From an optimization exercise on the open Yosys and OpenROAD flow, aimed at small area; shortcuts taken in it are not production practice. Only simulation tests tie the RTL to the original design; equivalence was not proved.

<file path="flow/constraint.sdc">
create_clock -name core_clock -period 200.0 [get_ports {ACLK}]
set_input_delay 40.0000 -clock core_clock [delete_from_list [all_inputs] [get_ports {ACLK}]]
set_output_delay 40.0000 -clock core_clock [all_outputs]
set_load 0.01 [all_outputs]
</file>
<file path="flow/design.v">
module axi4_slave #(
    parameter int          NUM_REGS   = 4     ,
    parameter integer      ID_WIDTH   = 4     ,
    parameter integer      ADDR_WIDTH = 32    ,
    parameter integer      DATA_WIDTH = 32    ,
    parameter logic [31:0] BASE_ADDR  = 32'h0
)(
    input  logic                     ACLK,
    input  logic                     ARESETN,
    input  logic [ID_WIDTH-1:0]       S_AXI_AWID     ,
    input  logic [ADDR_WIDTH-1:0]     S_AXI_AWADDR   ,
    input  logic [7:0]                S_AXI_AWLEN    ,
    input  logic [2:0]                S_AXI_AWSIZE   ,
    input  logic [1:0]                S_AXI_AWBURST  ,
    input  logic                      S_AXI_AWVALID  ,
    output logic                      S_AXI_AWREADY  ,
    input  logic [DATA_WIDTH-1:0]     S_AXI_WDATA    ,
    input  logic [(DATA_WIDTH/8)-1:0] S_AXI_WSTRB    ,
    input  logic                      S_AXI_WLAST    ,
    input  logic                      S_AXI_WVALID   ,
    output logic                      S_AXI_WREADY   ,
    output logic [ID_WIDTH-1:0]       S_AXI_BID      ,
    output logic [1:0]                S_AXI_BRESP    ,
    output logic                      S_AXI_BVALID   ,
    input  logic                      S_AXI_BREADY   ,
    input  logic [ID_WIDTH-1:0  ]     S_AXI_ARID     ,
    input  logic [ADDR_WIDTH-1:0]     S_AXI_ARADDR   ,
    input  logic [7:0]                S_AXI_ARLEN    ,
    input  logic [2:0]                S_AXI_ARSIZE   ,
    input  logic [1:0]                S_AXI_ARBURST  ,
    input  logic                      S_AXI_ARVALID  ,
    output logic                      S_AXI_ARREADY  ,
    output logic [ID_WIDTH-1:0  ]     S_AXI_RID      ,
    output logic [DATA_WIDTH-1:0]     S_AXI_RDATA    ,
    output logic [1:0]                S_AXI_RRESP    ,
    output logic                      S_AXI_RLAST    ,
    output logic                      S_AXI_RVALID   ,
    input  logic                      S_AXI_RREADY   ,
    output logic                      write_en        ,
    output logic                      read_en
);
function automatic [7:0] inc8(input [7:0] a);
    logic c;
    c = 1'b1;
    for (int k = 0; k < 8; k++) begin
        inc8[k] = a[k] ^ c;
        c = c & a[k];
    end
endfunction
function automatic [7:0] dec8(input [7:0] a);
    logic b;
    b = 1'b1;
    for (int k = 0; k < 8; k++) begin
        dec8[k] = a[k] ^ b;
        b = b & ~a[k];
    end
endfunction
function automatic gt8(input [7:0] a, input [7:0] b);
    logic g;
    g = 1'b0;
    for (int k = 0; k < 8; k++)
        g = (a[k] & ~b[k]) | (~(a[k] ^ b[k]) & g);
    gt8 = g;
endfunction
function automatic lt2(input [1:0] a, input [1:0] b);
    lt2 = (~a[1] & b[1]) | ((a[1] ~^ b[1]) & ~a[0] & b[0]);
endfunction
logic [31:0] regfile [4];
logic [3:0]  reg_ok;
localparam logic [1:0] WR_IDLE = 2'd0, WR_WAIT = 2'd1, WR_DATA = 2'd2, WR_RESP = 2'd3;
logic [1:0]  wr_state;
logic        awc_hs, wc_hs, b_out;
logic        awaddr_err, wstrb_err, wr_burst_err;
logic [3:0]  awid_q;
logic [7:0]  awlen_q;        
logic [1:0]  awsize_q, awburst_q;
logic [7:0]  wdiv_l;         
logic [1:0]  wdiv_s;         
logic [11:0] awaddr_q;
logic [1:0]  write_ptr;
logic [7:0]  wr_beat;
logic [2:0]  wr_wend;
logic [1:0]  wr_wstart;
wire w_idle = (wr_state == WR_IDLE);
wire w_wait = (wr_state == WR_WAIT);
wire w_data = (wr_state == WR_DATA);
wire w_resp = (wr_state == WR_RESP);
wire w_err  = awaddr_err | wstrb_err | wr_burst_err;
wire w_ok   = ~w_err & ~gt8(wr_beat, awlen_q);
wire w_lat  = w_wait & S_AXI_AWVALID;
wire w_we   = w_data & w_ok;
wire [7:0] aw_l = awc_hs ? awlen_q  : 8'd0;
wire [1:0] aw_s = awc_hs ? awsize_q : 2'd0;
axi4_slave_wrap u_wwrap (
    .ACLK(ACLK), .load(w_lat), .first(w_wait),
    .A(S_AXI_AWADDR), .L(w_wait ? aw_l : wdiv_l), .S(wdiv_s),
    .A_q(awaddr_q), .wend(wr_wend), .wstart(wr_wstart)
);
always_ff @(posedge ACLK or negedge ARESETN) begin
    if (!ARESETN) begin
        wr_state      <= WR_IDLE;
        S_AXI_AWREADY <= 1'b0;
        S_AXI_WREADY  <= 1'b0;
        S_AXI_BVALID  <= 1'b0;
        awc_hs        <= 1'b0;
        wc_hs         <= 1'b0;
        b_out         <= 1'b0;
    end else begin
        b_out <= w_resp;
        case (wr_state)
            WR_IDLE: begin
                if (S_AXI_AWVALID || S_AXI_WVALID) wr_state <= WR_WAIT;
                S_AXI_AWREADY <= 1'b0;
                S_AXI_WREADY  <= 1'b0;
                S_AXI_BVALID  <= 1'b0;
                awc_hs        <= 1'b0;
            end
            WR_WAIT: begin
                if (awc_hs && wc_hs) wr_state <= WR_DATA;
                if (S_AXI_AWVALID) begin
                    S_AXI_AWREADY <= 1'b1;
                    awc_hs        <= 1'b1;
                end
                S_AXI_WREADY <= 1'b1;
                if (S_AXI_WVALID) wc_hs <= 1'b1;
            end
            WR_DATA: begin
                if (S_AXI_WLAST || w_err) wr_state <= WR_RESP;
                S_AXI_AWREADY <= 1'b0;
            end
            WR_RESP: begin
                if (S_AXI_BREADY) wr_state <= WR_IDLE;
                S_AXI_WREADY <= 1'b0;
                S_AXI_BVALID <= ~(S_AXI_BREADY & S_AXI_BVALID);
                if (S_AXI_BREADY && S_AXI_BVALID) begin
                    awc_hs <= 1'b0;
                    wc_hs  <= 1'b0;
                end
            end
        endcase
    end
end
always_ff @(posedge ACLK) begin
    if (w_idle) begin
        awaddr_err   <= 1'b0;
        wstrb_err    <= 1'b0;
        wr_burst_err <= 1'b0;
        wr_beat      <= 8'd0;
    end
    if (w_lat) begin
        awid_q    <= S_AXI_AWID;
        awlen_q   <= S_AXI_AWLEN;
        awsize_q  <= S_AXI_AWSIZE[1:0];
        awburst_q <= S_AXI_AWBURST;
        wdiv_l    <= aw_l;
        wdiv_s    <= aw_s;
        write_ptr <= S_AXI_AWADDR[3:2];
    end
    if (w_data) begin
        if (w_ok) begin
            wr_beat <= inc8(wr_beat);
            case (awburst_q)
                2'b01: begin
                    if (~gt8(awlen_q, {6'd0, write_ptr})) awaddr_err <= 1'b1;
                    else                                  write_ptr  <= write_ptr + 2'd1;
                end
                2'b10: begin
                    if ({write_ptr == 2'd3, write_ptr + 2'd1} == wr_wend) write_ptr <= wr_wstart;
                    else                                                  write_ptr <= write_ptr + 2'd1;
                end
                2'b11: wr_burst_err <= 1'b1;
                default: ;
            endcase
        end
        if (S_AXI_WSTRB == 4'd0) wstrb_err <= 1'b1;
        if (wr_beat == 8'd0) begin
            if (awaddr_q[1:0] != 2'b00) awaddr_err <= 1'b1;
        end else begin
            if (lt2(write_ptr, awaddr_q[3:2])) awaddr_err <= 1'b1;
        end
    end
end
always_ff @(posedge ACLK or negedge ARESETN) begin
    if (!ARESETN)  reg_ok            <= 4'd0;
    else if (w_we) reg_ok[write_ptr] <= 1'b1;
end
always_ff @(posedge ACLK) begin
    if (w_we) begin
        for (int i = 0; i < 4; i++)
            if (S_AXI_WSTRB[i] || !reg_ok[write_ptr])
                regfile[write_ptr][8*i +: 8] <= S_AXI_WSTRB[i] ? S_AXI_WDATA[8*i +: 8] : 8'h00;
    end
end
assign S_AXI_BID   = b_out ? awid_q : 4'd0;
assign S_AXI_BRESP = ~b_out     ? 2'b00 :
                     awaddr_err ? 2'b11 :
                     (wstrb_err | wr_burst_err) ? 2'b10 : 2'b00;
assign write_en = awc_hs & wc_hs;
localparam logic [1:0] RD_IDLE = 2'd0, RD_WAIT = 2'd1, RD_DATA = 2'd2;
logic [1:0]  rd_state;
logic        ar_hs;
logic [3:0]  arid_q;
logic [7:0]  arlen_q;        
logic [7:0]  arlen2_q;       
logic [1:0]  arsize_q, arburst_q;
logic [11:0] araddr_q;
logic [1:0]  read_ptr;
logic [2:0]  rd_wend;
logic [1:0]  rd_wstart;
logic [7:0]  rd_beat;
logic        ar_err, r_burst_err;
wire r_idle = (rd_state == RD_IDLE);
wire r_wait = (rd_state == RD_WAIT);
wire r_data = (rd_state == RD_DATA);
wire [7:0] rd_beat_m1 = dec8(rd_beat);
wire c1 = (rd_beat_m1 == arlen2_q) && (rd_beat != 8'd0) && (araddr_q[1:0] != 2'b00);
wire c2 = ~c1 && (rd_beat == arlen2_q) && (araddr_q[4] || lt2(read_ptr, araddr_q[3:2]));
wire c3 = ~c1 && ~c2 && (arburst_q == 2'b11);
wire cn = ~c1 && ~c2 && ~c3;
wire r_beat = cn && S_AXI_RREADY && (rd_beat != 8'd0);
axi4_slave_wrap u_rwrap (
    .ACLK(ACLK), .load(r_wait), .first(r_wait),
    .A(S_AXI_ARADDR), .L(arlen_q), .S(arsize_q),
    .A_q(araddr_q), .wend(rd_wend), .wstart(rd_wstart)
);
wire [31:0] rd_word = reg_ok[read_ptr] ? regfile[read_ptr] : 32'd0;
always_ff @(posedge ACLK or negedge ARESETN) begin
    if (!ARESETN) begin
        rd_state      <= RD_IDLE;
        S_AXI_ARREADY <= 1'b0;
        ar_hs         <= 1'b0;
        S_AXI_RID     <= '0;
        S_AXI_RDATA   <= '0;
        S_AXI_RRESP   <= 2'b00;
        S_AXI_RLAST   <= 1'b0;
        S_AXI_RVALID  <= 1'b0;
    end else begin
        case (rd_state)
            RD_IDLE: begin
                if (S_AXI_ARVALID) rd_state <= RD_WAIT;
                S_AXI_ARREADY <= 1'b0;
                S_AXI_RLAST   <= 1'b0;
                S_AXI_RVALID  <= 1'b0;
                ar_hs         <= 1'b0;
            end
            RD_WAIT: begin
                if (ar_hs) rd_state <= RD_DATA;
                S_AXI_ARREADY <= 1'b1;
                ar_hs         <= 1'b1;
            end
            RD_DATA: begin
                if (rd_beat == 8'd0 || ar_err || r_burst_err) rd_state <= RD_IDLE;
                S_AXI_ARREADY <= 1'b0;
                if (S_AXI_RREADY) begin
                    if (c1 || c2 || c3) begin
                        S_AXI_RVALID <= 1'b1;
                        S_AXI_RLAST  <= 1'b1;
                        S_AXI_RID    <= arid_q;
                        S_AXI_RRESP  <= c3 ? 2'b01 : 2'b11;
                    end else if (rd_beat != 8'd0) begin
                        S_AXI_RVALID <= 1'b1;
                        S_AXI_RDATA  <= rd_word;
                        S_AXI_RID    <= arid_q;
                        if (rd_beat == 8'd1) begin
                            S_AXI_RLAST <= 1'b1;
                            S_AXI_RRESP <= ar_err ? 2'b11 : r_burst_err ? 2'b10 : 2'b00;
                        end
                    end
                end
            end
            default: ;
        endcase
    end
end
always_ff @(posedge ACLK) begin
    if (r_idle) ar_err <= 1'b0;
    r_burst_err <= r_data && c3;
    if (r_wait) begin
        arid_q    <= S_AXI_ARID;
        arburst_q <= S_AXI_ARBURST;
        read_ptr  <= S_AXI_ARADDR[3:2];
        if (!ar_hs) begin
            arlen_q  <= S_AXI_ARLEN;
            arsize_q <= S_AXI_ARSIZE[1:0];
        end else begin
            arlen2_q <= S_AXI_ARLEN;
            rd_beat  <= inc8(arlen_q);
        end
    end
    if (r_data) begin
        if (c1 || c2) ar_err <= 1'b1;
        if (r_beat) begin
            rd_beat <= rd_beat_m1;
            if (rd_beat != 8'd1) begin
                case (arburst_q)
                    2'b01: begin
                        if (~gt8(arlen2_q, {6'd0, read_ptr})) ar_err   <= 1'b1;
                        else                                  read_ptr <= read_ptr + 2'd1;
                    end
                    2'b10: begin
                        if ({read_ptr == 2'd3, read_ptr + 2'd1} == rd_wend) read_ptr <= rd_wstart;
                        else                                                read_ptr <= read_ptr + 2'd1;
                    end
                    default: ;
                endcase
            end
        end
    end
end
assign read_en = ar_hs;
endmodule
module axi4_slave_wrap (
    input  logic        ACLK,
    input  logic        load,
    input  logic        first,
    input  logic [31:0] A,
    input  logic [7:0]  L,
    input  logic [1:0]  S,
    output logic [11:0] A_q,
    output logic [2:0]  wend,
    output logic [1:0]  wstart
);
    function automatic [7:0] dstep(input [7:0] R, input b, input [7:0] Lv, input integer w);
        logic [8:0] R2, s, nl;
        logic c;
        R2 = {R, b};
        for (int k = 0; k < 9; k++)
            if (k > w) R2[k] = 1'b0;
        nl = ~{1'b0, Lv};
        c  = 1'b0;                        
        for (int k = 0; k < 9; k++) begin
            s[k] = R2[k] ^ nl[k] ^ c;
            c    = (R2[k] & nl[k]) | (R2[k] & c) | (nl[k] & c);
        end
        dstep = c ? s[7:0] : R2[7:0];     
        for (int k = 0; k < 8; k++)
            if (k > w) dstep[k] = 1'b0;
    endfunction
    logic [7:0] R_q;
    wire [8*9-1:0] h;
    assign h[7:0] = 8'd0;
    for (genvar i = 0; i < 8; i++) begin : g_hi
        assign h[8*(i+1) +: 8] = dstep(h[8*i +: 8], A[31-i], L, i);
    end
    wire [11:0] bits = first ? A[23:12] : A_q;
    wire [8*13-1:0] r;
    assign r[7:0] = first ? h[8*8 +: 8] : R_q;
    for (genvar i = 0; i < 12; i++) begin : g_lo
        assign r[8*(i+1) +: 8] = dstep(r[8*i +: 8], bits[11-i], L, 8);
    end
    always_ff @(posedge ACLK) begin
        if (load) begin
            R_q <= r[8*12 +: 8];
            A_q <= A[11:0];
        end
    end
    wire [7:0] rm = (S == 2'd0) ? r[8*12 +: 8] : (S == 2'd1) ? r[8*11 +: 8] : r[8*10 +: 8];
    wire [7:0] X8 = (S == 2'd0) ? A_q[7:0] : (S == 2'd1) ? A_q[8:1] : A_q[9:2];
    wire hz = (S == 2'd0) ? (A_q[11:8] == 4'h0) : (S == 2'd1) ? (A_q[11:9] == 3'h0) : (A_q[11:10] == 2'h0);
    wire ho = (S == 2'd0) ? (A_q[11:8] == 4'hf) : (S == 2'd1) ? (A_q[11:9] == 3'h7) : (A_q[11:10] == 2'h3);
    logic [8:0] s9;
    always_comb begin
        logic c;
        logic [7:0] n, nr;
        nr = ~rm;
        c  = 1'b1;
        for (int k = 0; k < 8; k++) begin           
            n[k] = L[k] ^ nr[k] ^ c;
            c    = (L[k] & nr[k]) | (L[k] & c) | (nr[k] & c);
        end
        c = 1'b1;
        for (int k = 0; k < 8; k++) begin           
            s9[k] = X8[k] ^ n[k] ^ c;
            c     = (X8[k] & n[k]) | (X8[k] & c) | (n[k] & c);
        end
        s9[8] = c;
    end
    wire lo_ok = (s9[7:3] == 5'd0) &&
                 ((S == 2'd0) ? (s9[2:0] != 3'd0 && (!s9[2] || s9[1:0] == 2'd0)) :
                  (S == 2'd1) ? (!s9[2] && s9[1:0] != 2'd0 && s9[1:0] != 2'd3) :
                                (s9[2:0] == 3'd1));
    wire hit = lo_ok && ((hz && !s9[8]) || (ho && s9[8]));
    wire [1:0] Z = X8[1:0] - rm[1:0];
    always_comb begin
        wend   = 3'd0;
        wstart = 2'd0;
        if (hit) begin
            case (S)
                2'd0:    begin wend = s9[2:0];         wstart = Z;            end
                2'd1:    begin wend = {s9[1:0], 1'b0}; wstart = {Z[0], 1'b0}; end
                default: begin wend = 3'd4;            wstart = 2'd0;         end
            endcase
        end
    end
endmodule
</file>
<file path="flow/flow/run.sh">
#!/bin/bash
# Standard ORFS layout with three changes, each tool logging to its own file:
#  - synthesis maps the logic with an area-oriented ABC script (flow/abc_area.script)
#    instead of ORFS's delay-oriented one; everything else in synthesis is unchanged,
#    so the registers are the standard synthesis's;
#  - each port gets the smallest buffer (buf_1) instead of clkdlybuf4s50_1;
#  - the clock tree uses smaller clock buffers and no dummy loads.
set -e
HERE=$(pwd)
rm -rf scripts_area
cp -r "$FLOW_HOME/scripts" scripts_area
cp flow/abc_area.script scripts_area/abc_speed.script
export SCRIPTS_DIR=$HERE/scripts_area
export BUFFER_PORTS_ARGS="-buffer_cell sky130_fd_sc_hd__buf_1"
export CTS_ARGS="-sink_clustering_enable -repair_clock_nets -dont_use_dummy_load -buf_list sky130_fd_sc_hd__clkbuf_4 -sink_clustering_size 10 -sink_clustering_max_diameter 40"
bash standard.sh > standard.log 2>&1
</file>
<file path="flow/flow/abc_area.script">
strash
balance
rewrite
refactor
balance
rewrite
rewrite -z
balance
refactor -z
rewrite -z
balance
dch -f
amap -m
topo
</file>
<file path="flow/standard.sh">
#!/bin/bash
# synth_recipe.tcl (not shown) runs the flow's synth.tcl, then flattens the netlist and writes it again
# the make line also repeats each setting of config.mk as NAME=value (left out here)
make -C /OpenROAD-flow-scripts/flow DESIGN_CONFIG=/design/flow/config.mk WORK_HOME=/design/flow/orfs CLKGATE_MAP_FILE= SYNTH_SCRIPT=/design/flow/synth_recipe.tcl "${@:-finish}"
</file>
<file path="flow/config.mk">
export PLATFORM = sky130hd
export DESIGN_NAME = axi4_slave
export DESIGN_NICKNAME = axi4_slave
export VERILOG_FILES = /design/flow/design.v
export SDC_FILE = /design/flow/constraint.sdc
export NUM_CORES = 4
export LEC_CHECK = 0
export CAP_MARGIN = 5
export CORE_MARGIN = 2
export CORE_UTILIZATION = 40
export PLACE_DENSITY = 0.6
export SLEW_MARGIN = 5
</file>
==> impl_results.html, run 1 <==
<table>
<tr><th>Metric</th><th>Value</th></tr>
<tr><th colspan="2">Timing</th></tr>
<tr><td>Setup total negative slack</td><td>0 ns</td></tr>
<tr><td>Post-route clock skew</td><td>0.1527 ns</td></tr>
<tr><td>Final worst path period share</td><td>50.01%</td></tr>
<tr><td>Number of endpoints failing setup at the final stage</td><td>0</td></tr>
<tr><td>Final period demand of the worst path</td><td>100.01 ns</td></tr>
<tr><td>Worst-case headroom to the max-slew limit</td><td>22.00%</td></tr>
<tr><td>Final count of hold timing violations</td><td>0</td></tr>
<tr><td>Max Fclk</td><td>9.999 MHz</td></tr>
<tr><td>Setup repair after global routing missed its margin</td><td>false</td></tr>
<tr><td>Final Max Tran Viols</td><td>0</td></tr>
<tr><td>Measured slew at the worst slew-check pin</td><td>1.170 ns</td></tr>
<tr><th colspan="2">Detailed routing</th></tr>
<tr><td>Vias per std cell</td><td>5.899</td></tr>
<tr><td>Post-route antenna net violation count</td><td>0</td></tr>
<tr><td>Via count</td><td>around 16000</td></tr>
<tr><td>Wirelength per Cell</td><td>20.68 um</td></tr>
<tr><td>Final WL</td><td>approximately 56000 um</td></tr>
<tr><td>Iteration-0 DRC Markers</td><td>998</td></tr>
<tr><td>Post-detailed-route DRC marker count</td><td>0</td></tr>
<tr><td>First-pass detailed-route iteration total</td><td>5</td></tr>
<tr><th colspan="2">Cells and area</th></tr>
<tr><td>Share of final-layout standard cells stronger than drive strength 1</td><td>4.620%</td></tr>
<tr><td>Syn-to-layout area delta</td><td>10.48%</td></tr>
<tr><td>Total number of nets in the final design</td><td>2504</td></tr>
<tr><th colspan="2">Die</th></tr>
<tr><td>Die H</td><td>235.0 um</td></tr>
<tr><td>Row cnt</td><td>84</td></tr>
<tr><td>Die Width</td><td>235.0 um</td></tr>
<tr><td>Die area</td><td>55210 sq um</td></tr>
<tr><td>IO Count</td><td>194</td></tr>
<tr><td>Total core area</td><td>52660 sq um</td></tr>
<tr><td>Initial core utilization</td><td>between 40% and 50%</td></tr>
<tr><th colspan="2">CTS</th></tr>
<tr><td>Number of post-CTS setup repair buffers</td><td>0</td></tr>
<tr><td>TritonCTS clock tree</td><td>built</td></tr>
<tr><td>TritonCTS Buffers</td><td>46</td></tr>
<tr><td>Clk Latency, worst-skew pair</td><td>0.81 ns</td></tr>
<tr><td>Root buf cell</td><td>sky130_fd_sc_hd__clkbuf_4</td></tr>
<tr><td>CTS sink count</td><td>299</td></tr>
<tr><td>Maximum clock insertion buffer count</td><td>3</td></tr>
<tr><td>Clock slew at the register clock pins of the worst setup and hold paths</td><td>around 0.10 ns</td></tr>
<tr><td>Cells resized by post-CTS repair</td><td>0</td></tr>
<tr><td>Post-cts hold buffer count</td><td>0</td></tr>
<tr><td>H-tree lvl count</td><td>2</td></tr>
<tr><th colspan="2">Critical path</th></tr>
<tr><td>Critical-path top delay cell</td><td>sky130_fd_sc_hd__a221oi_1</td></tr>
<tr><td>Element type at the critical path end</td><td>flip-flop</td></tr>
<tr><td>Launch instance of the worst register-to-register path</td><td>wr_state[1]</td></tr>
<tr><td>Depth of the worst register-to-register path</td><td>approximately 230</td></tr>
<tr><td>Kind of critical path</td><td>in -&gt; reg</td></tr>
<tr><td>Worst setup path start</td><td>S_AXI_AWADDR[31]</td></tr>
<tr><td>Worst endpoint required time</td><td>200.61 ns</td></tr>
<tr><td>Stage delay of the slowest cell on the critical path</td><td>0.92 ns</td></tr>
<tr><td>Worst-path fanout max</td><td>10</td></tr>
<tr><td>Terminus of the critical flop-to-flop path</td><td>write_ptr[1]</td></tr>
<tr><td>Startpoint class of the critical path</td><td>input port</td></tr>
<tr><td>Critical Path Most Common Cell</td><td>sky130_fd_sc_hd__fa_1</td></tr>
<tr><td>Signal arrival time at the worst endpoint</td><td>roughly 100 ns</td></tr>
<tr><td>Reg-to-reg slack, setup</td><td>137.34 ns</td></tr>
<tr><th colspan="2">Placement</th></tr>
<tr><td>HPWL after DPL</td><td>40910 um</td></tr>
<tr><td>IO buf count</td><td>191</td></tr>
<tr><td>Global placer's final weighted congestion</td><td>0.8402</td></tr>
<tr><th colspan="2">Global routing</th></tr>
<tr><td>Maximum number of pins on one net before global-route repair</td><td>72</td></tr>
<tr><td>Tot GR Track Use</td><td>about a fifth</td></tr>
<tr><td>Wire length of the first global-routing pass</td><td>90420 um</td></tr>
<tr><td>Antenna violations before repair</td><td>3</td></tr>
<tr><td>GRT Residual Overflow</td><td>0</td></tr>
<tr><td>Number of global-route vias before repair</td><td>around 17000</td></tr>
<tr><th colspan="2">Yosys</th></tr>
<tr><td>Post-synthesis compound-gate area fraction</td><td>21.26%</td></tr>
<tr><td>Share of cell area taken by muxes after synthesis</td><td>0.1055%</td></tr>
<tr><td>Number of enable-type register cells in the synthesized netlist</td><td>218</td></tr>
<tr><td>Combinational family with the most area after synthesis</td><td>adder cells</td></tr>
<tr><td>Async set-or-reset flop fraction in the synthesized netlist</td><td>18.73%</td></tr>
<tr><td>Ranking of synthesized cells by area</td><td>sky130_fd_sc_hd__edfxtp_1, sky130_fd_sc_hd__fa_1, sky130_fd_sc_hd__dfrtp_1</td></tr>
<tr><td>Dominant synthesized flop cell</td><td>sky130_fd_sc_hd__edfxtp_1</td></tr>
<tr><td>Per-instance average area after synthesis</td><td>12.26 sq um</td></tr>
<tr><td>Syn_nets</td><td>2229</td></tr>
<tr><td>Flops &amp; latches, synth</td><td>roughly 300</td></tr>
<tr><td>Number of library cell types mapped by synthesis</td><td>46</td></tr>
<tr><td>Top cell type's share of synthesized area</td><td>between 30% and 40%</td></tr>
<tr><td>Number of instances in the synthesized netlist</td><td>1740</td></tr>
<tr><td>Adder and majority cell fraction of the synthesized area</td><td>29.11%</td></tr>
<tr><td>Cell area after synthesis</td><td>21340 sq um</td></tr>
<tr><td>Area share of and/or/nand/nor cells after synthesis</td><td>6.016%</td></tr>
<tr><td>Parity-gate share of the synthesized area counting xor and xnor cells</td><td>0.08209%</td></tr>
<tr><td>Post-synthesis cell type with the largest combined area</td><td>sky130_fd_sc_hd__edfxtp_1</td></tr>
<tr><td>Sequential element share of the synthesized area</td><td>39.59%</td></tr>
<tr><td>Yosys warning count</td><td>2</td></tr>
<tr><th colspan="2">Worst hold path</th></tr>
<tr><td>Kind of path behind the tightest hold check</td><td>reg -&gt; reg</td></tr>
<tr><td>Number of instances on the worst hold path</td><td>1</td></tr>
<tr><td>Startpoint of the tightest hold check path</td><td>arid_q[2]</td></tr>
<tr><td>Endpoint of the worst hold path</td><td>S_AXI_RID[2]</td></tr>
<tr><th colspan="2">Run status</th></tr>
<tr><td>Run status</td><td>timing/DRC/antenna clean</td></tr>
<tr><th colspan="2">Run</th></tr>
<tr><td>Number of violations of the max-capacitance limit</td><td>0</td></tr>
</table>
==> synthesized netlist by cell type (12+ instances only) <==
library cell                 n
sky130_fd_sc_hd__fa_1      249
sky130_fd_sc_hd__clkinv_1  218
sky130_fd_sc_hd__edfxtp_1  218
sky130_fd_sc_hd__o22a_1    121
sky130_fd_sc_hd__o22ai_1   108
sky130_fd_sc_hd__a221oi_1  100
sky130_fd_sc_hd__ha_1       98
sky130_fd_sc_hd__nand2_1    94
sky130_fd_sc_hd__nor2_1     94
sky130_fd_sc_hd__dfrtp_1    56
sky130_fd_sc_hd__o21ai_0    56
sky130_fd_sc_hd__a22o_1     52
sky130_fd_sc_hd__nor2b_1    43
sky130_fd_sc_hd__a21oi_1    32
sky130_fd_sc_hd__o41ai_1    32
sky130_fd_sc_hd__dfxtp_1    25
sky130_fd_sc_hd__nor3_1     22
sky130_fd_sc_hd__o221ai_1   21
sky130_fd_sc_hd__a222oi_1   13
sky130_fd_sc_hd__nand3_1    12
==> metal layers <==
layer  part of all wire [%]  global-route usage [%]
met5                  0.023                       0
met3                    5.2                   2.878
met4                    2.3                   5.619
met2                     49                   34.15
met1                     44                   27.88
==> worst max path at each step <==
stage | cells after the start | slack, ns | endpoint
finish | 223 | 99.99 | write_ptr[1]
global placement | 223 | 101.08 | write_ptr[1]
detailed placement | 223 | 99.58 | write_ptr[1]
global route | 225 | 96.00 | write_ptr[0]
floorplan | 219 | 104.04 | read_ptr[1]
CTS | 223 | 100.25 | write_ptr[1]
==> metrics by stage <==
stage	utilization [%]	area, sq um	worst slack [ns]	hold slack, ns	cells
6_report	44.77	23580	99.99	0.4665	2702
3_3_place_gp	44.11	23230	101.08	0.4527	2655
4_1_cts	44.77	23570	100.25	0.4743	2701
2_1_floorplan	-	21340	104.04	0.4434	1740
5_1_grt	44.77	23580	96.00	0.4873	2702
3_5_place_dp	44.11	23230	99.58	0.4671	2655
==> registers in the layout, indices dropped and copies added (netlist names), 4 cells and up <==
register	count
S_AXI_RID	4
wr_beat	8
wdiv_l	8
u_rwrap.R_q	8
u_rwrap.A_q	12
awlen_q	8
awid_q	4
arlen2_q	8
arid_q	4
u_wwrap.R_q	8
rd_beat	8
u_wwrap.A_q	12
arlen_q	8
regfile	128
reg_ok	4
S_AXI_RDATA	32
==> cell type report <==
type                            instances  area, sq um
Timing Repair Buffer                  227        988.4
Multi-Input combinational cell       1223        12110
Sequential cell                       299         8449
Clock buffer                           46        345.3
Tap cell                              688        860.8
Antenna cell                            1        2.502
Fill cell                            4918        29080
Inverter                              218        818.3
==> critical path: cells and delay by family <==
| family | cells | cell delay [ns] |
|---|---|---|
| fa+ha+maj | 121 | 36.12 |
| compound gates | 40 | 12.85 |
| buf+inv | 47 | 6.70 |
| mux | 1 | 0.39 |
| simple gates | 14 | 4.51 |
==> cells by family (layout without fill, tap and decap cells) <==
| family | after synthesis | in the layout |
|---|---|---|
| AOI/OAI and AO/OA | 588 | 588 |
| xor gates and xnor gates | 2 | 2 |
| adders and majority gates | 347 | 347 |
| buffers and inverters | 218 | 491 |
| DFF | 299 | 299 |
| muxes | 2 | 2 |
| other | 0 | 1 |
| and+or+nand+nor | 284 | 284 |
==> cells in the final DEF, fill, tap and decap left out, types with 3 or more instances in the layout <==
| cell type | instances |
|---|---|
| sky130_fd_sc_hd__a211oi_1 | 3 |
| sky130_fd_sc_hd__o211ai_1 | 4 |
| sky130_fd_sc_hd__a222oi_1 | 13 |
| sky130_fd_sc_hd__a32o_1 | 6 |
| sky130_fd_sc_hd__fa_1 | 249 |
| sky130_fd_sc_hd__a221oi_1 | 100 |
| sky130_fd_sc_hd__nor2_1 | 94 |
| sky130_fd_sc_hd__a2111oi_0 | 3 |
| sky130_fd_sc_hd__edfxtp_1 | 218 |
| sky130_fd_sc_hd__nand3_1 | 12 |
| sky130_fd_sc_hd__o32a_1 | 3 |
| sky130_fd_sc_hd__nor3b_1 | 3 |
| sky130_fd_sc_hd__a22o_1 | 52 |
| sky130_fd_sc_hd__nand2_1 | 94 |
| sky130_fd_sc_hd__clkbuf_4 | 46 |
| sky130_fd_sc_hd__a21oi_1 | 32 |
| sky130_fd_sc_hd__o41ai_1 | 32 |
| sky130_fd_sc_hd__clkinv_1 | 215 |
| sky130_fd_sc_hd__buf_1 | 190 |
| sky130_fd_sc_hd__o22ai_1 | 105 |
| sky130_fd_sc_hd__a31oi_1 | 7 |
| sky130_fd_sc_hd__o221ai_1 | 21 |
| sky130_fd_sc_hd__nand4_1 | 3 |
| sky130_fd_sc_hd__ha_1 | 97 |
| sky130_fd_sc_hd__nor2b_1 | 43 |
| sky130_fd_sc_hd__o21a_1 | 11 |
| sky130_fd_sc_hd__dfxtp_1 | 24 |
| sky130_fd_sc_hd__o22a_1 | 121 |
| sky130_fd_sc_hd__nor3_1 | 22 |
| sky130_fd_sc_hd__dfrtp_1 | 56 |
| sky130_fd_sc_hd__inv_2 | 3 |
| sky130_fd_sc_hd__nor4_1 | 3 |
| sky130_fd_sc_hd__o21ai_0 | 55 |
| sky130_fd_sc_hd__buf_4 | 36 |
| sky130_fd_sc_hd__a22oi_1 | 6 |
==> inputs of run 2 (changes only) <==
--- a/flow/design.v
+++ b/flow/design.v
@@ -185,10 +185,15 @@
     else if (w_we) reg_ok[write_ptr] <= 1'b1;
 end
+logic [3:0] reg_be [4];
+always_comb begin
+    for (int r = 0; r < 4; r++)
+        for (int i = 0; i < 4; i++)
+            reg_be[r][i] = w_we && (write_ptr == 2'(r)) && (S_AXI_WSTRB[i] || !reg_ok[r]);
+end
 always_ff @(posedge ACLK) begin
-    if (w_we) begin
+    for (int r = 0; r < 4; r++)
         for (int i = 0; i < 4; i++)
-            if (S_AXI_WSTRB[i] || !reg_ok[write_ptr])
-                regfile[write_ptr][8*i +: 8] <= S_AXI_WSTRB[i] ? S_AXI_WDATA[8*i +: 8] : 8'h00;
-    end
+            regfile[r][8*i +: 8] <= ({8{reg_be[r][i]}} & S_AXI_WDATA[8*i +: 8] & {8{S_AXI_WSTRB[i]}})
+                                  | ({8{~reg_be[r][i]}} & regfile[r][8*i +: 8]);
 end
 assign S_AXI_BID   = b_out ? awid_q : 4'd0;
==> run 2 against run 1 <==
  * Still clean
  * Register-to-register slack improved by 0.99 ns
  * Core utilization rose by 0.13 points
  * Final cell count rose by 9.3%
  * Critical endpoint is now read_ptr[1]
  * Highest routed layer unchanged
==> impl_results.html, run 2 <==
<table>
<tr><th>Metric</th><th>Value</th></tr>
<tr><th colspan="2">Run status</th></tr>
<tr><td>Run status</td><td>timing/DRC/antenna clean</td></tr>
<tr><th colspan="2">Global routing</th></tr>
<tr><td>Wire length of the first global-routing pass</td><td>96310 um (+6.5%)</td></tr>
<tr><td>Top Usage Layer GRT</td><td>met2</td></tr>
<tr><td>Number of global-route vias before repair</td><td>17890 (+8.4%)</td></tr>
<tr><td>Antenna violations before repair</td><td>8 (+5)</td></tr>
<tr><td>GR Layer Usage met3</td><td>4.341% (+1.5 points)</td></tr>
<tr><td>Tot GR Track Use</td><td>22.06% (+1.6 points)</td></tr>
<tr><td>Met2 Usage GRT</td><td>36.37% (+2.2 points)</td></tr>
<tr><td>Maximum number of pins on one net before global-route repair</td><td>59 (-18%)</td></tr>
<tr><td>Met1 capacity usage during global routing</td><td>29.92% (+2.0 points)</td></tr>
<tr><td>GRT Residual Overflow</td><td>0 (unchanged)</td></tr>
<tr><th colspan="2">Critical path</th></tr>
<tr><td>Depth of the worst register-to-register path</td><td>233 (+2.6%)</td></tr>
<tr><td>Critical Path Most Common Cell</td><td>sky130_fd_sc_hd__fa_1</td></tr>
<tr><td>Signal arrival time at the worst endpoint</td><td>99.80 ns (-0.82 ns)</td></tr>
<tr><td>Worst endpoint required time</td><td>200.61 ns (about the same)</td></tr>
<tr><td>Critical-path top delay cell</td><td>sky130_fd_sc_hd__a221oi_1</td></tr>
<tr><td>Startpoint class of the critical path</td><td>input port</td></tr>
<tr><td>Kind of critical path</td><td>in -&gt; reg</td></tr>
<tr><td>Element type at the critical path end</td><td>flip-flop</td></tr>
<tr><td>Stage delay of the slowest cell on the critical path</td><td>0.89 ns (-0.03 ns)</td></tr>
<tr><td>Worst-path fanout max</td><td>10 (unchanged)</td></tr>
<tr><th colspan="2">Timing</th></tr>
<tr><td>Worst-case headroom to the max-slew limit</td><td>25.07% (+3.1 points)</td></tr>
<tr><td>Final count of hold timing violations</td><td>0 (unchanged)</td></tr>
<tr><td>Setup repair after global routing missed its margin</td><td>false</td></tr>
<tr><td>Max Fclk</td><td>10.08 MHz (+0.84%)</td></tr>
<tr><td>Setup total negative slack</td><td>0 ns (unchanged)</td></tr>
<tr><td>Final worst path period share</td><td>49.59% (-0.41 points)</td></tr>
<tr><td>Post-route clock skew</td><td>0.09742 ns (-0.05524 ns)</td></tr>
<tr><td>Number of endpoints failing setup at the final stage</td><td>0 (unchanged)</td></tr>
<tr><td>Final Max Tran Viols</td><td>0 (unchanged)</td></tr>
<tr><td>Final period demand of the worst path</td><td>99.18 ns (-0.8299 ns)</td></tr>
<tr><td>Measured slew at the worst slew-check pin</td><td>1.124 ns (-0.04599 ns)</td></tr>
<tr><th colspan="2">Cells and area</th></tr>
<tr><td>Syn-to-layout area delta</td><td>11.04%</td></tr>
<tr><td>Flip-flop count of the largest register, all copies and words added</td><td>128 (unchanged)</td></tr>
<tr><td>Share of final-layout standard cells stronger than drive strength 1</td><td>4.556% (-0.064 points)</td></tr>
<tr><td>Leading cell types in the layout, fill and taps excluded</td><td>sky130_fd_sc_hd__clkinv_1, sky130_fd_sc_hd__o22ai_1, sky130_fd_sc_hd__fa_1, sky130_fd_sc_hd__buf_1, sky130_fd_sc_hd__dfxtp_1</td></tr>
<tr><td>Largest registers in the final layout</td><td>regfile (128), S_AXI_RDATA (32)</td></tr>
<tr><td>Total number of nets in the final design</td><td>2756 (+10%)</td></tr>
<tr><td>Final Util</td><td>44.90% (+0.13 points)</td></tr>
<tr><td>Register bank with the most flops</td><td>regfile</td></tr>
<tr><td>Non-filler cells in the finished layout</td><td>2954 (+9.3%)</td></tr>
<tr><td>Leading cell type in the layout, fill and taps excluded</td><td>sky130_fd_sc_hd__clkinv_1</td></tr>
<tr><th colspan="2">CTS</th></tr>
<tr><td>Root buf cell</td><td>sky130_fd_sc_hd__clkbuf_4</td></tr>
<tr><td>Cells resized by post-CTS repair</td><td>0 (unchanged)</td></tr>
<tr><td>TritonCTS Buffers</td><td>50 (+8.7%)</td></tr>
<tr><td>Clock slew at the register clock pins of the worst setup and hold paths</td><td>0.08 ns (-0.02 ns)</td></tr>
<tr><td>H-tree lvl count</td><td>2 (unchanged)</td></tr>
<tr><td>Number of post-CTS setup repair buffers</td><td>0 (unchanged)</td></tr>
<tr><td>TritonCTS clock tree</td><td>built</td></tr>
<tr><td>Clk Latency, worst-skew pair</td><td>0.79 ns (-0.02 ns)</td></tr>
<tr><td>Post-cts hold buffer count</td><td>0 (unchanged)</td></tr>
<tr><td>Maximum clock insertion buffer count</td><td>3 (unchanged)</td></tr>
<tr><td>CTS sink count</td><td>299 (unchanged)</td></tr>
<tr><th colspan="2">Worst hold path</th></tr>
<tr><td>Kind of path behind the tightest hold check</td><td>reg -&gt; reg</td></tr>
<tr><td>Number of instances on the worst hold path</td><td>2 (+1)</td></tr>
<tr><th colspan="2">Yosys</th></tr>
<tr><td>Dominant synthesized flop cell</td><td>sky130_fd_sc_hd__dfxtp_1</td></tr>
<tr><td>Ranking of synthesized cells by area</td><td>sky130_fd_sc_hd__fa_1, sky130_fd_sc_hd__dfxtp_1, sky130_fd_sc_hd__edfxtp_1</td></tr>
<tr><td>Yosys warning count</td><td>4 (+2)</td></tr>
<tr><td>Commonest cells in the netlist</td><td>sky130_fd_sc_hd__clkinv_1, sky130_fd_sc_hd__o22ai_1, sky130_fd_sc_hd__fa_1</td></tr>
<tr><td>Async set-or-reset flop fraction in the synthesized netlist</td><td>18.73% (unchanged)</td></tr>
<tr><td>Cell area after synthesis</td><td>21210 sq um (-0.62%)</td></tr>
<tr><td>Top cell type's share of synthesized area</td><td>23.51% (-7.2 points)</td></tr>
<tr><td>Number of enable-type register cells in the synthesized netlist</td><td>90 (-59%)</td></tr>
<tr><td>Per-instance average area after synthesis</td><td>10.73 sq um (-12%)</td></tr>
<tr><td>Syn_nets</td><td>2469 (+11%)</td></tr>
<tr><td>Sequential element share of the synthesized area</td><td>33.80% (-5.8 points)</td></tr>
<tr><td>Flops &amp; latches, synth</td><td>299 (unchanged)</td></tr>
<tr><td>Post-synthesis cell type with the largest combined area</td><td>sky130_fd_sc_hd__fa_1</td></tr>
<tr><td>Number of instances in the synthesized netlist</td><td>1976 (+14%)</td></tr>
<tr><td>Count leader, synth</td><td>sky130_fd_sc_hd__clkinv_1</td></tr>
<tr><td>Number of library cell types mapped by synthesis</td><td>47 (+2.2%)</td></tr>
<tr><th colspan="2">Detailed routing</th></tr>
<tr><td>Via count</td><td>17310 (+8.6%)</td></tr>
<tr><td>Vias per std cell</td><td>5.860 (-0.67%)</td></tr>
<tr><td>Final WL</td><td>59160 um (+5.9%)</td></tr>
<tr><td>Post-detailed-route DRC marker count</td><td>0 (unchanged)</td></tr>
<tr><td>First-pass detailed-route iteration total</td><td>7 (+2)</td></tr>
<tr><td>Iteration-0 DRC Markers</td><td>1165 (+17%)</td></tr>
<tr><td>Post-route antenna net violation count</td><td>0 (unchanged)</td></tr>
<tr><td>Wirelength per Cell</td><td>20.03 um (-3.2%)</td></tr>
<tr><th colspan="2">Die</th></tr>
<tr><td>Row cnt</td><td>84 (unchanged)</td></tr>
<tr><td>Die H</td><td>234.3 um (-0.30%)</td></tr>
<tr><td>Initial core utilization</td><td>40.44% (-0.088 points)</td></tr>
<tr><td>Die area</td><td>54880 sq um (-0.60%)</td></tr>
<tr><td>Die Width</td><td>234.3 um (-0.30%)</td></tr>
<tr><td>Total core area</td><td>52450 sq um (-0.40%)</td></tr>
<tr><td>IO Count</td><td>194 (unchanged)</td></tr>
<tr><th colspan="2">Placement</th></tr>
<tr><td>Global placer's final weighted congestion</td><td>0.8733 (+3.9%)</td></tr>
<tr><td>HPWL after DPL</td><td>42930 um (+4.9%)</td></tr>
<tr><td>Placed Cells incl. Taps</td><td>2899 (+9.2%)</td></tr>
<tr><td>IO buf count</td><td>191 (unchanged)</td></tr>
<tr><th colspan="2">Run</th></tr>
<tr><td>Number of violations of the max-capacitance limit</td><td>0 (unchanged)</td></tr>
</table>
==> run 2: cell count changes in the layout (fill, tap and decap cells not counted), moves of 16 or more <==
cell                       change
sky130_fd_sc_hd__nor2b_1      -32
sky130_fd_sc_hd__clkinv_1    +124
sky130_fd_sc_hd__a222oi_1     +33
sky130_fd_sc_hd__o22ai_1     +156
sky130_fd_sc_hd__o41ai_1      -32
sky130_fd_sc_hd__a32o_1       +32
sky130_fd_sc_hd__edfxtp_1    -128
sky130_fd_sc_hd__a221oi_1     -69
sky130_fd_sc_hd__dfxtp_1     +129
sky130_fd_sc_hd__a21oi_1      +16
==> run 2: cell families (layout without fill, tap and decap cells) <==
| family | after synthesis | count (layout) | share of synthesized area (%) |
|---|---|---|---|
| fa+ha+maj | 351 | 351 | 29.52 |
| buf+inv | 339 | 624 | 6.000 |
| simple gates | 263 | 263 | 5.357 |
| xor+xnor | 2 | 2 | 0.08262 |
| other cells | 0 | 5 | 0 |
| mux | 1 | 1 | 0.05310 |
| flops | 299 | 299 | 33.80 |
| compound gates | 721 | 721 | 25.19 |
==> run 2: final cells by class <==
cell class	count	area, sq um
Antenna cell	5	12.51
Clock buffer	50	375.4
Fill cell	5003	28900
Inverter	339	1272
Multi-Input combinational cell	1338	12810
Sequential cell	299	7167
Tap cell	688	860.8
Timing Repair Buffer	235	1049
==> run 2: routing by layer <==
| layer | routed length, um | share of wire (%) | vias to the layer above |
|---|---|---|---|
| met5 | 68 | 0.11 | - |
| li1 | - | - | 8056 |
| met1 | 25810 | 44 | 8640 |
| met2 | 28440 | 48 | 518 |
| met3 | 3887 | 6.6 | 86 |
| met4 | 957 | 1.6 | 10 |
==> run 2: critical path: cells and delay by family <==
kind / cells / cell delay (ns)
mux: 1 / 0.39
fa+ha+maj: 122 / 36.63
buf+inv: 49 / 6.84
simple gates: 12 / 4.11
compound gates: 39 / 11.79
==> run 2: through the flow <==
step	hold slack (ns)	area (sq um)	setup WS (ns)
floorplan	0.4408	21210	104.24
global placement	0.4518	23160	101.68
detailed placement	0.4574	23160	100.37
CTS	0.4696	23540	100.98
finish	0.4691	23550	100.82
global route	0.4859	23550	97.01
==> run 2: worst paths after layout <==
check	start	endpoint	slack, ns
hold / removal	regfile[1][26]	regfile[1][26]	0.47
max in group asynchronous	ARESETN	S_AXI_RDATA[18]	159.97
setup / recovery	S_AXI_ARADDR[31]	read_ptr[1]	100.82
setup reg to reg	wr_state[1]	write_ptr[1]	138.33
hold reg to reg	regfile[1][26]	regfile[1][26]	0.47
min in group asynchronous	ARESETN	S_AXI_RDATA[7]	39.38
==> inputs of run 3 (changes only) <==
--- a/flow/design.v
+++ b/flow/design.v
@@ -202,7 +202,6 @@
                      (wstrb_err | wr_burst_err) ? 2'b10 : 2'b00;
 assign write_en = awc_hs & wc_hs;
-localparam logic [1:0] RD_IDLE = 2'd0, RD_WAIT = 2'd1, RD_DATA = 2'd2;
-logic [1:0]  rd_state;
 logic        ar_hs;
+logic        rd_x;
 logic [3:0]  arid_q;
 logic [7:0]  arlen_q;        
@@ -215,7 +214,7 @@
 logic [7:0]  rd_beat;
 logic        ar_err, r_burst_err;
-wire r_idle = (rd_state == RD_IDLE);
-wire r_wait = (rd_state == RD_WAIT);
-wire r_data = (rd_state == RD_DATA);
+wire r_idle = ~rd_x & ~S_AXI_ARREADY;
+wire r_wait = (~ar_hs & rd_x) | (S_AXI_ARREADY & ~rd_x);
+wire r_data = ar_hs & rd_x;
 wire [7:0] rd_beat_m1 = dec8(rd_beat);
 wire c1 = (rd_beat_m1 == arlen2_q) && (rd_beat != 8'd0) && (araddr_q[1:0] != 2'b00);
@@ -232,5 +231,5 @@
 always_ff @(posedge ACLK or negedge ARESETN) begin
     if (!ARESETN) begin
-        rd_state      <= RD_IDLE;
+        rd_x          <= 1'b0;
         S_AXI_ARREADY <= 1'b0;
         ar_hs         <= 1'b0;
@@ -241,39 +240,29 @@
         S_AXI_RVALID  <= 1'b0;
     end else begin
-        case (rd_state)
-            RD_IDLE: begin
-                if (S_AXI_ARVALID) rd_state <= RD_WAIT;
-                S_AXI_ARREADY <= 1'b0;
-                S_AXI_RLAST   <= 1'b0;
-                S_AXI_RVALID  <= 1'b0;
-                ar_hs         <= 1'b0;
-            end
-            RD_WAIT: begin
-                if (ar_hs) rd_state <= RD_DATA;
-                S_AXI_ARREADY <= 1'b1;
-                ar_hs         <= 1'b1;
-            end
-            RD_DATA: begin
-                if (rd_beat == 8'd0 || ar_err || r_burst_err) rd_state <= RD_IDLE;
-                S_AXI_ARREADY <= 1'b0;
-                if (S_AXI_RREADY) begin
-                    if (c1 || c2 || c3) begin
-                        S_AXI_RVALID <= 1'b1;
-                        S_AXI_RLAST  <= 1'b1;
-                        S_AXI_RID    <= arid_q;
-                        S_AXI_RRESP  <= c3 ? 2'b01 : 2'b11;
-                    end else if (rd_beat != 8'd0) begin
-                        S_AXI_RVALID <= 1'b1;
-                        S_AXI_RDATA  <= rd_word;
-                        S_AXI_RID    <= arid_q;
-                        if (rd_beat == 8'd1) begin
-                            S_AXI_RLAST <= 1'b1;
-                            S_AXI_RRESP <= ar_err ? 2'b11 : r_burst_err ? 2'b10 : 2'b00;
-                        end
-                    end
+        ar_hs         <= ~r_idle;
+        S_AXI_ARREADY <= r_wait;
+        rd_x          <= r_idle ? S_AXI_ARVALID :
+                         r_wait ? ar_hs :
+                                  ~(rd_beat == 8'd0 || ar_err || r_burst_err);
+        if (r_idle) begin
+            S_AXI_RLAST  <= 1'b0;
+            S_AXI_RVALID <= 1'b0;
+        end
+        if (r_data && S_AXI_RREADY) begin
+            if (c1 || c2 || c3) begin
+                S_AXI_RVALID <= 1'b1;
+                S_AXI_RLAST  <= 1'b1;
+                S_AXI_RID    <= arid_q;
+                S_AXI_RRESP  <= c3 ? 2'b01 : 2'b11;
+            end else if (rd_beat != 8'd0) begin
+                S_AXI_RVALID <= 1'b1;
+                S_AXI_RDATA  <= rd_word;
+                S_AXI_RID    <= arid_q;
+                if (rd_beat == 8'd1) begin
+                    S_AXI_RLAST <= 1'b1;
+                    S_AXI_RRESP <= ar_err ? 2'b11 : r_burst_err ? 2'b10 : 2'b00;
                 end
             end
-            default: ;
-        endcase
+        end
     end
 end
--- a/flow/config.mk
+++ b/flow/config.mk
@@ -6,7 +6,7 @@
 export NUM_CORES = 4
 export LEC_CHECK = 0
-export CAP_MARGIN = 5
+export CAP_MARGIN = 0
 export CORE_MARGIN = 2
 export CORE_UTILIZATION = 40
 export PLACE_DENSITY = 0.6
-export SLEW_MARGIN = 5
+export SLEW_MARGIN = 0
==> run 3 against run 2 <==
  * Still clean on timing, DRC and antenna
  * Critical path type unchanged
  * Critical path depth down 2
  * Setup slack better by 0.063 ns
  * Non-clock buffer count unchanged
  * Critical endpoint unchanged
==> impl_results.html, run 3 <==
<table>
<tr><th>Metric</th><th>Value</th></tr>
<tr><th colspan="2">Run status</th></tr>
<tr><td>Run status</td><td>timing/DRC/antenna clean</td></tr>
<tr><th colspan="2">Yosys</th></tr>
<tr><td>Dominant synthesized flop cell</td><td>sky130_fd_sc_hd__dfxtp_1</td></tr>
<tr><td>Top cell type's share of synthesized area</td><td>23.65% (+0.14 points)</td></tr>
<tr><td>Sequential element share of the synthesized area</td><td>33.88% (+0.088 points)</td></tr>
<tr><td>Yosys warning count</td><td>4 (unchanged)</td></tr>
<tr><td>Cell area after synthesis</td><td>21080 sq um (-0.61%)</td></tr>
<tr><td>Number of instances in the synthesized netlist</td><td>1962 (-0.71%)</td></tr>
<tr><td>Commonest cells in the netlist</td><td>sky130_fd_sc_hd__clkinv_1, sky130_fd_sc_hd__o22ai_1, sky130_fd_sc_hd__fa_1</td></tr>
<tr><td>Count leader, synth</td><td>sky130_fd_sc_hd__clkinv_1</td></tr>
<tr><td>Number of library cell types mapped by synthesis</td><td>45 (-4.3%)</td></tr>
<tr><td>Flops &amp; latches, synth</td><td>298 (-0.33%)</td></tr>
<tr><td>Syn_nets</td><td>2451 (-0.73%)</td></tr>
<tr><td>Per-instance average area after synthesis</td><td>10.74 sq um (+0.10%)</td></tr>
<tr><td>Ranking of synthesized cells by area</td><td>sky130_fd_sc_hd__fa_1, sky130_fd_sc_hd__dfxtp_1, sky130_fd_sc_hd__edfxtp_1</td></tr>
<tr><td>Post-synthesis cell type with the largest combined area</td><td>sky130_fd_sc_hd__fa_1</td></tr>
<tr><td>Async set-or-reset flop fraction in the synthesized netlist</td><td>18.46% (-0.27 points)</td></tr>
<tr><td>Number of enable-type register cells in the synthesized netlist</td><td>90 (unchanged)</td></tr>
<tr><th colspan="2">CTS</th></tr>
<tr><td>Clk Latency, worst-skew pair</td><td>0.78 ns (about the same)</td></tr>
<tr><td>H-tree lvl count</td><td>2 (unchanged)</td></tr>
<tr><td>Number of post-CTS setup repair buffers</td><td>0 (unchanged)</td></tr>
<tr><td>TritonCTS clock tree</td><td>built</td></tr>
<tr><td>Clock slew at the register clock pins of the worst setup and hold paths</td><td>0.06 ns (-0.02 ns)</td></tr>
<tr><td>Maximum clock insertion buffer count</td><td>3 (unchanged)</td></tr>
<tr><td>Post-cts hold buffer count</td><td>0 (unchanged)</td></tr>
<tr><td>CTS sink count</td><td>298 (-0.33%)</td></tr>
<tr><td>Cells resized by post-CTS repair</td><td>0 (unchanged)</td></tr>
<tr><td>Root buf cell</td><td>sky130_fd_sc_hd__clkbuf_4</td></tr>
<tr><td>TritonCTS Buffers</td><td>44 (-12%)</td></tr>
<tr><th colspan="2">Die</th></tr>
<tr><td>Die H</td><td>233.6 um (-0.30%)</td></tr>
<tr><td>IO Count</td><td>194 (unchanged)</td></tr>
<tr><td>Row cnt</td><td>84 (unchanged)</td></tr>
<tr><td>Total core area</td><td>52340 sq um (-0.20%)</td></tr>
<tr><td>Initial core utilization</td><td>40.27% (-0.17 points)</td></tr>
<tr><td>Die Width</td><td>233.6 um (-0.30%)</td></tr>
<tr><td>Die area</td><td>54550 sq um (-0.60%)</td></tr>
<tr><th colspan="2">Timing</th></tr>
<tr><td>Worst-case headroom to the max-slew limit</td><td>19.26% (-5.8 points)</td></tr>
<tr><td>Setup total negative slack</td><td>0 ns (unchanged)</td></tr>
<tr><td>Final Max Tran Viols</td><td>0 (unchanged)</td></tr>
<tr><td>Final worst path period share</td><td>49.56% (about the same)</td></tr>
<tr><td>Measured slew at the worst slew-check pin</td><td>1.181 ns (+0.05663 ns)</td></tr>
<tr><td>Number of endpoints failing setup at the final stage</td><td>0 (unchanged)</td></tr>
<tr><td>Post-route clock skew</td><td>0.1015 ns (+0.004073 ns)</td></tr>
<tr><td>Final period demand of the worst path</td><td>99.12 ns (-0.06300 ns)</td></tr>
<tr><td>Final count of hold timing violations</td><td>0 (unchanged)</td></tr>
<tr><td>Max Fclk</td><td>10.09 MHz (about the same)</td></tr>
<tr><td>Setup repair after global routing missed its margin</td><td>false</td></tr>
<tr><th colspan="2">Worst hold path</th></tr>
<tr><td>Kind of path behind the tightest hold check</td><td>reg -&gt; reg</td></tr>
<tr><td>Startpoint of the tightest hold check path</td><td>regfile[1][13]</td></tr>
<tr><th colspan="2">Critical path</th></tr>
<tr><td>Kind of critical path</td><td>in -&gt; reg</td></tr>
<tr><td>Element type at the critical path end</td><td>flip-flop</td></tr>
<tr><td>Critical-path top delay cell</td><td>sky130_fd_sc_hd__a221oi_1</td></tr>
<tr><td>Stage delay of the slowest cell on the critical path</td><td>0.89 ns (about the same)</td></tr>
<tr><td>Worst setup path start</td><td>S_AXI_ARADDR[31]</td></tr>
<tr><td>Worst endpoint required time</td><td>200.58 ns (-0.03 ns)</td></tr>
<tr><td>Launch instance of the worst register-to-register path</td><td>wr_state[1]</td></tr>
<tr><td>Worst-path fanout max</td><td>10 (unchanged)</td></tr>
<tr><td>Critical Path Most Common Cell</td><td>sky130_fd_sc_hd__fa_1</td></tr>
<tr><td>Reg-to-reg slack, setup</td><td>138.08 ns (-0.25 ns)</td></tr>
<tr><td>Signal arrival time at the worst endpoint</td><td>99.70 ns (-0.10 ns)</td></tr>
<tr><td>Startpoint class of the critical path</td><td>input port</td></tr>
<tr><th colspan="2">Placement</th></tr>
<tr><td>Global placer's final weighted congestion</td><td>0.8806 (+0.84%)</td></tr>
<tr><td>Placed Instance Area</td><td>23030 sq um (-0.55%)</td></tr>
<tr><td>IO buf count</td><td>191 (unchanged)</td></tr>
<tr><td>HPWL after DPL</td><td>42630 um (-0.70%)</td></tr>
<tr><th colspan="2">Cells and area</th></tr>
<tr><td>Filler cells</td><td>5046 (+0.86%)</td></tr>
<tr><td>Leading cell types in the layout, fill and taps excluded</td><td>sky130_fd_sc_hd__clkinv_1, sky130_fd_sc_hd__o22ai_1, sky130_fd_sc_hd__fa_1, sky130_fd_sc_hd__buf_1, sky130_fd_sc_hd__dfxtp_1</td></tr>
<tr><td>Flip-flop count of the largest register, all copies and words added</td><td>128 (unchanged)</td></tr>
<tr><td>Largest registers in the final layout</td><td>regfile (128), S_AXI_RDATA (32)</td></tr>
<tr><td>Finished layout cell area</td><td>23370 sq um (-0.76%)</td></tr>
<tr><td>Flip-flop and latch area</td><td>7142 sq um (-0.35%)</td></tr>
<tr><td>Register bank with the most flops</td><td>regfile</td></tr>
<tr><td>Share of final-layout standard cells stronger than drive strength 1</td><td>4.328% (-0.23 points)</td></tr>
<tr><td>Total number of nets in the final design</td><td>2732 (-0.87%)</td></tr>
<tr><td>Leading cell type in the layout, fill and taps excluded</td><td>sky130_fd_sc_hd__clkinv_1</td></tr>
<tr><td>Syn-to-layout area delta</td><td>10.87%</td></tr>
<tr><td>Multi-input gate area</td><td>12710 sq um (-0.79%)</td></tr>
<tr><th colspan="2">Detailed routing</th></tr>
<tr><td>Final WL</td><td>58710 um (-0.76%)</td></tr>
<tr><td>Post-detailed-route DRC marker count</td><td>0 (unchanged)</td></tr>
<tr><td>Iteration-0 DRC Markers</td><td>1462 (+25%)</td></tr>
<tr><td>Vias per std cell</td><td>5.908 (+0.83%)</td></tr>
<tr><td>Via count</td><td>17320 (+0.040%)</td></tr>
<tr><td>Post-route antenna net violation count</td><td>0 (unchanged)</td></tr>
<tr><td>Wirelength per Cell</td><td>20.03 um (about the same)</td></tr>
<tr><td>First-pass detailed-route iteration total</td><td>7 (unchanged)</td></tr>
<tr><th colspan="2">Global routing</th></tr>
<tr><td>Wire length of the first global-routing pass</td><td>96230 um (about the same)</td></tr>
<tr><td>GRT Residual Overflow</td><td>0 (unchanged)</td></tr>
<tr><td>Tot GR Track Use</td><td>22.11% (+0.048 points)</td></tr>
<tr><td>Maximum number of pins on one net before global-route repair</td><td>56 (-5.1%)</td></tr>
<tr><td>Number of global-route vias before repair</td><td>18150 (+1.5%)</td></tr>
<tr><td>Antenna violations before repair</td><td>2 (-6)</td></tr>
<tr><th colspan="2">Run</th></tr>
<tr><td>Number of violations of the max-capacitance limit</td><td>0 (unchanged)</td></tr>
</table>
==> run 3: cell types whose count changed in the layout (fill, tap and decap cells not counted), moves of 4 or more <==
cell and change:
sky130_fd_sc_hd__o2111ai_1 +4, sky130_fd_sc_hd__o22a_1 +10, sky130_fd_sc_hd__o21ai_0 -6, sky130_fd_sc_hd__a21oi_1 +4
sky130_fd_sc_hd__a22o_1 -9, sky130_fd_sc_hd__nand2_1 -9, sky130_fd_sc_hd__nor2_1 +5, sky130_fd_sc_hd__clkbuf_4 -6
sky130_fd_sc_hd__o221ai_1 -6
==> run 3: metal layers <==
layer	vias up	wire (um)	track usage, %
li1	7983	-	-
met1	8701	26210	30.23
met2	522	27460	35.38
met3	111	3073	2.966
met4	0	1965	9.059
met5	-	0	0
==> run 3: layout make-up <==
| class | instances | share of cell area, % |
|---|---|---|
| inverter | 339 | 5.445 |
| clock buffer | 44 | 1.414 |
| antenna | 2 | 0.02142 |
| multi-input combinational | 1325 | 54.39 |
| tap | 688 | 3.684 |
| timing repair buffer | 235 | 4.487 |
| sequential | 298 | 30.56 |
==> run 3: worst paths after layout <==
kind	endpoint	depth (start not counted)
max	read_ptr[1]	221
max in group asynchronous	reg_ok[0]	2
min reg2reg	regfile[1][13]	2
min	regfile[1][13]	2
min in group asynchronous	S_AXI_RDATA[11]	2
max reg2reg	write_ptr[1]	234
==> run 3: kinds of logic (layout without fill, tap and decap cells) <==
| logic type | Yosys count | after routing | synth area share [%] |
|---|---|---|---|
| compound gates | 721 | 721 | 25.38 |
| flops | 298 | 298 | 33.88 |
| other cells | 0 | 2 | 0 |
| simple gates | 257 | 257 | 5.236 |
| buf+inv | 339 | 618 | 6.037 |
| fa+ha+maj | 347 | 347 | 29.47 |
==> run 3: per-stage QoR <==
stage / setup WS (ns) / instances / util (%) / hold WS, ns
6_report: 100.88 / 2931 / 44.65 / 0.4681
3_5_place_dp: 100.38 / 2885 / 44.01 / 0.4587
2_1_floorplan: 104.43 / 1962 / - / 0.4408
4_1_cts: 100.99 / 2929 / 44.64 / 0.4699
3_3_place_gp: 101.63 / 2885 / 44.01 / 0.4517
5_1_grt: 96.86 / 2931 / 44.65 / 0.4833
==> run 3: critical path: cells and delay by family <==
kind,cells,cell delay [ns]
fa+ha+maj,122,37.90
buf+inv,48,6.03
simple gates,11,4.15
compound gates,40,11.56
==> inputs of run 4 (changes only) <==
--- a/flow/config.mk
+++ b/flow/config.mk
@@ -6,7 +6,7 @@
 export NUM_CORES = 4
 export LEC_CHECK = 0
-export CAP_MARGIN = 0
+export CAP_MARGIN = 5
 export CORE_MARGIN = 2
 export CORE_UTILIZATION = 40
 export PLACE_DENSITY = 0.6
-export SLEW_MARGIN = 0
+export SLEW_MARGIN = 5
==> run 4 against run 3 <==
  * Wire length stayed put
  * Global-route usage unchanged
  * Clock skew unchanged
==> impl_results.html, run 4 <==
<table>
<tr><th>Metric</th><th>Value</th></tr>
<tr><th colspan="2">Yosys</th></tr>
<tr><td>Sequential element share of the synthesized area</td><td>33.88% (unchanged)</td></tr>
<tr><td>Commonest cells in the netlist</td><td>sky130_fd_sc_hd__clkinv_1, sky130_fd_sc_hd__o22ai_1, sky130_fd_sc_hd__fa_1</td></tr>
<tr><td>Dominant synthesized flop cell</td><td>sky130_fd_sc_hd__dfxtp_1</td></tr>
<tr><td>Yosys warning count</td><td>4 (unchanged)</td></tr>
<tr><td>Top cell type's share of synthesized area</td><td>23.65% (unchanged)</td></tr>
<tr><th colspan="2">Cells and area</th></tr>
<tr><td>Flip-flop count of the largest register, all copies and words added</td><td>128 (unchanged)</td></tr>
<tr><td>Register bank with the most flops</td><td>regfile</td></tr>
<tr><td>Largest registers in the final layout</td><td>regfile (128), S_AXI_RDATA (32)</td></tr>
<tr><th colspan="2">Die</th></tr>
<tr><td>Die Width</td><td>233.6 um (unchanged)</td></tr>
<tr><td>Row cnt</td><td>84 (unchanged)</td></tr>
<tr><td>Initial core utilization</td><td>40.27% (unchanged)</td></tr>
<tr><td>Die H</td><td>233.6 um (unchanged)</td></tr>
<tr><th colspan="2">CTS</th></tr>
<tr><td>TritonCTS clock tree</td><td>built</td></tr>
<tr><td>Post-cts hold buffer count</td><td>0 (unchanged)</td></tr>
<tr><td>H-tree lvl count</td><td>2 (unchanged)</td></tr>
<tr><th colspan="2">Timing</th></tr>
<tr><td>Post-route clock skew</td><td>0.1015 ns (unchanged)</td></tr>
<tr><th colspan="2">Detailed routing</th></tr>
<tr><td>Vias per std cell</td><td>5.908 (unchanged)</td></tr>
<tr><th colspan="2">Global routing</th></tr>
<tr><td>Tot GR Track Use</td><td>22.11% (unchanged)</td></tr>
<tr><td>Antenna violations before repair</td><td>2 (unchanged)</td></tr>
<tr><td>Maximum number of pins on one net before global-route repair</td><td>56 (unchanged)</td></tr>
<tr><th colspan="2">Critical path</th></tr>
<tr><td>Critical-path top delay cell</td><td>sky130_fd_sc_hd__a221oi_1</td></tr>
<tr><td>Element type at the critical path end</td><td>flip-flop</td></tr>
<tr><th colspan="2">Run status</th></tr>
<tr><td>Run status</td><td>timing/DRC/antenna clean</td></tr>
</table>
==> run 4: cell counts after synthesis <==
Identical to the previous run, type by type.
==> run 4: layout make-up <==
type                            count  area, sq um
Inverter                          339         1272
Multi-Input combinational cell   1325        12710
Tap cell                          688        860.8
Timing Repair Buffer              235         1049
Antenna cell                        2        5.005
Fill cell                        5046        28970
Clock buffer                       44        330.3
Sequential cell                   298         7142
==> run 4: metrics by stage <==
stage	hold WS, ns	setup slack [ns]	util, %	instances
finish	0.4681	100.88	44.65	2931
global route	0.4833	96.86	44.65	2931
CTS	0.4699	100.99	44.64	2929
detailed placement	0.4587	100.38	44.01	2885
global placement	0.4517	101.63	44.01	2885
floorplan	0.4408	104.43	-	1962
==> run 4: kinds of logic (layout without fill, tap and decap cells) <==
kind of cell / count (synthesis) / after routing / share of synthesized area (%)
DFF: 298 / 298 / 33.88
other: 0 / 2 / 0
adders and majority gates: 347 / 347 / 29.47
and+or+nand+nor: 257 / 257 / 5.236
buffers and inverters: 339 / 618 / 6.037
AOI/OAI and AO/OA: 721 / 721 / 25.38
==> run 4: final timing paths <==
check,from,to,slack [ns],depth (start not counted)
worst max-delay path,S_AXI_ARADDR[31],read_ptr[1],100.88,221
worst min-delay path,regfile[1][13],regfile[1][13],0.47,2
worst max register to register,wr_state[1],write_ptr[1],138.08,234
worst min register to register,regfile[1][13],regfile[1][13],0.47,2
max in group asynchronous,ARESETN,reg_ok[0],159.99,2
min in group asynchronous,ARESETN,S_AXI_RDATA[11],39.37,2
==> run 4: worst max-delay path: cells and delay by family <==
family / cells / cell delay (ns)
AO/OA/AOI/OAI: 40 / 11.56
adder cells (fa/ha/maj): 122 / 37.90
buffers and inverters: 48 / 6.03
AND/OR/NAND/NOR: 11 / 4.15
==> run 4: metal layers <==
layer  track usage (%)  part of all wire (%)  wire (um)
met4             9.059                   3.3       1965
met3             2.966                   5.2       3073
met2             35.38                    47      27460
met5                 0                     0          0
met1             30.23                    45      26210

## re-timing with driven ports
No port has a modelled driver above. Below, the same layouts with a new extraction and two added sets of constraints.
Step 1 (the two cells are an assumption about what drives the block):
set clk [get_ports {ACLK}]
set_driving_cell -lib_cell sky130_fd_sc_hd__clkbuf_16 $clk
set_driving_cell -lib_cell sky130_fd_sc_hd__buf_2 [delete_from_list [all_inputs] $clk]
Step 2 adds t to the input delays and takes it off the output delays; t is the mean of the earliest and latest rising clock arrival at the registers after step 1. Input paths then give back, and output paths get back, about the clock's delay inside the block.
Three values: no drivers, after step 1, after step 2; two values: the first two.
run	t, ns	setup slack, ns	hold slack, ns	clock arrival spread, ns	worst slew at a driven data input, ns
run 1	0.778	99.987 / 100.005 / 99.226	0.466 / 0.466 / 0.466	0.161 / 0.161	0.13
run 2	0.790	100.817 / 100.843 / 100.053	0.469 / 0.469 / 0.469	0.099 / 0.098	0.12
run 3	0.774	100.880 / 100.906 / 100.132	0.468 / 0.468 / 0.468	0.109 / 0.110	0.10
run 4	0.774	100.880 / 100.906 / 100.132	0.468 / 0.468 / 0.468	0.109 / 0.110	0.10
After both steps setup and hold are still met in every run listed. The setup slack of run 2, which loses most, moves by +0.026 ns with the drivers and by -0.764 ns with both steps.
